Context: an optimization exercise on an open-source flow, tuned for small area, a short achievable clock period and few clock cycles per item. The choices shown serve that exercise and are no tape-out recipe. Only simulation tests tie the RTL to the original design; equivalence was not proved.

==> run E: inputs <==
## CONV
module CONV (
  output logic        busy,
  output logic [11:0] iaddr,
  output logic        cwr,
  output logic [11:0] caddr_wr,
  output logic [19:0] cdata_wr,
  output logic        crd,
  output logic [11:0] caddr_rd,
  output logic [ 2:0] csel,
  input               clk,
  input               reset,
  input        [19:0] idata,
  input        [19:0] cdata_rd,
  input               ready
);
Settings: LEC_CHECK=0, CAP_MARGIN=20, CORE_MARGIN=2, CORE_UTILIZATION=40, PLACE_DENSITY=0.6, SETUP_SLACK_MARGIN=5, SLEW_MARGIN=20, TNS_END_PERCENT=100; clock period 9.5 ns.
run.sh (not shown) runs the stock make flow with config.mk's settings and CLKGATE_MAP_FILE= SYNTH_SCRIPT=/design/flow/synth_recipe.tcl, a recipe that flattens the netlist after the stock synthesis.
==> inputs of run X, as changes to run E <==
--- a/flow/design.v
+++ b/flow/design.v
@@ -63,17 +63,18 @@
   assign n_co = fk - 6'd2;
   logic n_pool;
   assign n_pool = n_ov & n_ro[0];
   logic [2:0] r0, r1, r2;     
   logic [2:0] pe2;            
   logic       k0, k62;        
   logic [5:0] ro, co;
   logic       cwr_r, crd_r, l1w_r, rdq2;
-  logic       e1, e2, e3;     
+  logic [11:0] waddr;
+  logic       e1, e23, e4;    
   logic       last;
   always_ff @(posedge clk or posedge reset) begin
     if (reset) begin
       cwr_r <= 1'b0;
       crd_r <= 1'b0;
       l1w_r <= 1'b0;
       last  <= 1'b0;
     end else begin
@@ -88,19 +89,20 @@
     r1   <= run ? {r1[1:0], r1[2]} : 3'b001;
     r2   <= run ? {r2[1:0], r2[2]} : 3'b001;
     pe2  <= {fq == 2'd2, fq == 2'd1, fq == 2'd0} & {3{fk != 6'd0}};
     k0   <= (fk == 6'd0);
     k62  <= (fk == 6'd62);
     ro   <= n_ro;
     co   <= n_co;
     rdq2 <= (fq == 2'd2);
+    waddr <= (n_pool & n_co[0] & (fq == 2'd2)) ? {2'b00, n_ro[5:1], n_co[5:1]} : {n_ro, n_co};
     e1   <= n_pool & ~n_co[0] & (fq == 2'd1);
-    e2   <= n_pool & ~n_co[0] & (fq == 2'd2);
-    e3   <= n_pool & n_co[0] & (fq == 2'd1);
+    e23  <= n_pool & ((~n_co[0] & (fq == 2'd2)) | (n_co[0] & (fq == 2'd0)));
+    e4   <= n_pool & n_co[0] & (fq == 2'd1);
   end
   assign done = last;
   logic [19:0] P;
   logic [21:0] P3;
   logic [21:0] idata3;
   assign idata3 = {idata[19], idata, 1'b0} + {{2{idata[19]}}, idata};
   always_ff @(posedge clk) begin
     P  <= fvalid ? idata : 20'd0;
@@ -1221,25 +1223,26 @@
     C0 <= nc0;
     S1 <= ns1;
     C1 <= nc1;
     S2 <= ns2;
     C2 <= nc2;
   end
   logic [37:0] A2sum;
   assign A2sum = S2 + C2;
-  logic [19:0] Y, m;
-  logic [19:0] ma, mb, mx;
-  assign ma = e1 ? Y : m;
-  assign mb = e3 ? Y : cdata_rd;
-  assign mx = (mb > ma) ? mb : ma;
+  logic [19:0] Y, m, Rd;
+  logic [19:0] mb, mx;
+  assign mb = e4 ? Y : Rd;
+  assign mx = (mb > m) ? mb : m;
   always_ff @(posedge clk) begin
+    Rd <= cdata_rd;
     if (r2[0]) Y <= A2sum[37] ? 20'd0 : A2sum[35:16];
-    else if (e3) Y <= mx;
-    if (e1 | e2) m <= mx;
+    else if (e4) Y <= mx;
+    if (e1) m <= Y;
+    else if (e23) m <= mx;
   end
   assign cdata_wr = Y;
   assign cwr      = cwr_r;
   assign crd      = crd_r;
   assign csel     = {1'b0, l1w_r, 1'b1};
   assign caddr_rd = {ro[5:1], 1'b0, co[5:1], rdq2};
-  assign caddr_wr = l1w_r ? {2'b00, ro[5:1], co[5:1]} : {ro, co};
+  assign caddr_wr = waddr;
 endmodule
- CORE_UTILIZATION: 40 -> 55
- PLACE_DENSITY: 0.6 -> 0.72
==> inputs of run R, as changes to run E <==
--- a/flow/design.v
+++ b/flow/design.v
@@ -63,17 +63,18 @@
   assign n_co = fk - 6'd2;
   logic n_pool;
   assign n_pool = n_ov & n_ro[0];
   logic [2:0] r0, r1, r2;     
   logic [2:0] pe2;            
   logic       k0, k62;        
   logic [5:0] ro, co;
   logic       cwr_r, crd_r, l1w_r, rdq2;
-  logic       e1, e2, e3;     
+  logic [11:0] waddr;
+  logic       e1, e23, e4;    
   logic       last;
   always_ff @(posedge clk or posedge reset) begin
     if (reset) begin
       cwr_r <= 1'b0;
       crd_r <= 1'b0;
       l1w_r <= 1'b0;
       last  <= 1'b0;
     end else begin
@@ -88,19 +89,20 @@
     r1   <= run ? {r1[1:0], r1[2]} : 3'b001;
     r2   <= run ? {r2[1:0], r2[2]} : 3'b001;
     pe2  <= {fq == 2'd2, fq == 2'd1, fq == 2'd0} & {3{fk != 6'd0}};
     k0   <= (fk == 6'd0);
     k62  <= (fk == 6'd62);
     ro   <= n_ro;
     co   <= n_co;
     rdq2 <= (fq == 2'd2);
+    waddr <= (n_pool & n_co[0] & (fq == 2'd2)) ? {2'b00, n_ro[5:1], n_co[5:1]} : {n_ro, n_co};
     e1   <= n_pool & ~n_co[0] & (fq == 2'd1);
-    e2   <= n_pool & ~n_co[0] & (fq == 2'd2);
-    e3   <= n_pool & n_co[0] & (fq == 2'd1);
+    e23  <= n_pool & ((~n_co[0] & (fq == 2'd2)) | (n_co[0] & (fq == 2'd0)));
+    e4   <= n_pool & n_co[0] & (fq == 2'd1);
   end
   assign done = last;
   logic [19:0] P;
   logic [21:0] P3;
   logic [21:0] idata3;
   assign idata3 = {idata[19], idata, 1'b0} + {{2{idata[19]}}, idata};
   always_ff @(posedge clk) begin
     P  <= fvalid ? idata : 20'd0;
@@ -1221,25 +1223,26 @@
     C0 <= nc0;
     S1 <= ns1;
     C1 <= nc1;
     S2 <= ns2;
     C2 <= nc2;
   end
   logic [37:0] A2sum;
   assign A2sum = S2 + C2;
-  logic [19:0] Y, m;
-  logic [19:0] ma, mb, mx;
-  assign ma = e1 ? Y : m;
-  assign mb = e3 ? Y : cdata_rd;
-  assign mx = (mb > ma) ? mb : ma;
+  logic [19:0] Y, m, Rd;
+  logic [19:0] mb, mx;
+  assign mb = e4 ? Y : Rd;
+  assign mx = (mb > m) ? mb : m;
   always_ff @(posedge clk) begin
+    Rd <= cdata_rd;
     if (r2[0]) Y <= A2sum[37] ? 20'd0 : A2sum[35:16];
-    else if (e3) Y <= mx;
-    if (e1 | e2) m <= mx;
+    else if (e4) Y <= mx;
+    if (e1) m <= Y;
+    else if (e23) m <= mx;
   end
   assign cdata_wr = Y;
   assign cwr      = cwr_r;
   assign crd      = crd_r;
   assign csel     = {1'b0, l1w_r, 1'b1};
   assign caddr_rd = {ro[5:1], 1'b0, co[5:1], rdq2};
-  assign caddr_wr = l1w_r ? {2'b00, ro[5:1], co[5:1]} : {ro, co};
+  assign caddr_wr = waddr;
 endmodule
==> flow/flow/run.sh (new file) <==
#!/bin/bash
set -euo pipefail
MARGIN=6
sed "s/SETUP_SLACK_MARGIN=[0-9.]*/SETUP_SLACK_MARGIN=$MARGIN/" standard.sh > standard_margin.sh
bash standard_margin.sh > flow.log 2>&1
==> flow/standard.sh (new file) <==
#!/bin/bash
# synth_recipe.tcl (not shown) runs the flow's synth.tcl, then flattens the netlist and writes it again
# the make line also repeats each setting of config.mk as NAME=value (left out here)
make -C /OpenROAD-flow-scripts/flow DESIGN_CONFIG=/design/flow/config.mk WORK_HOME=/design/flow/orfs CLKGATE_MAP_FILE= SYNTH_SCRIPT=/design/flow/synth_recipe.tcl "${@:-finish}"
- CORE_UTILIZATION: 40 -> 55
- CTS_BUF_LIST: default -> sky130_fd_sc_hd__clkbuf_4 sky130_fd_sc_hd__clkbuf_8
- PLACE_DENSITY: 0.6 -> 0.72
removed: flow/run.sh
==> notes <==
- Of run R and run X, run X has the higher hold slack (gap 0.016 ns).
- The highest setup slack belongs to run R, the lowest to run X.
- In run E the die area is higher than in run X, by about 34%.
- Against run E, the cell area of run R is larger by 3.5%.
Testbench counts of run E, summed over its fixed seeds: cycles 147,528, images 12.
Testbench counts of run X, summed over its fixed seeds: cycles 147,528, images 12.
Testbench counts of run R, summed over its fixed seeds: cycles 147,528, images 12.

[separate check: timing with driven ports]
No port has a modelled driver above. Below, the same layouts with a new extraction and two added sets of constraints.
Step 1, drivers: a clkbuf_16 drives clk and a buf_2 each remaining input, both assumed.
Step 2, shift: input delay + t, output delay - t, t = (earliest + latest rising clock arrival at the registers) / 2. This alone moves slack from input paths to output paths.
Three values: ideal ports, drivers, drivers and shift; two values: the first two.
run | t (ns) | setup slack, ns | worst register clock-pin slew, ns | worst data-port slew with drivers (ns) | cell pins on the clock port's net
run E | 0.641 | 5.216 / 5.216 / 4.700 | 0.07 / 0.07 | 0.04 | 1
run X | 0.657 | 5.183 / 5.183 / 4.595 | 0.07 / 0.07 | 0.04 | 1
run R | 0.705 | 6.051 / 6.002 / 5.388 | 0.07 / 0.07 | 0.04 | 1
After both steps every run listed still meets setup and hold. For run R, which loses most, drivers alone change the setup slack by -0.049 ns; drivers and shift together by -0.663 ns.
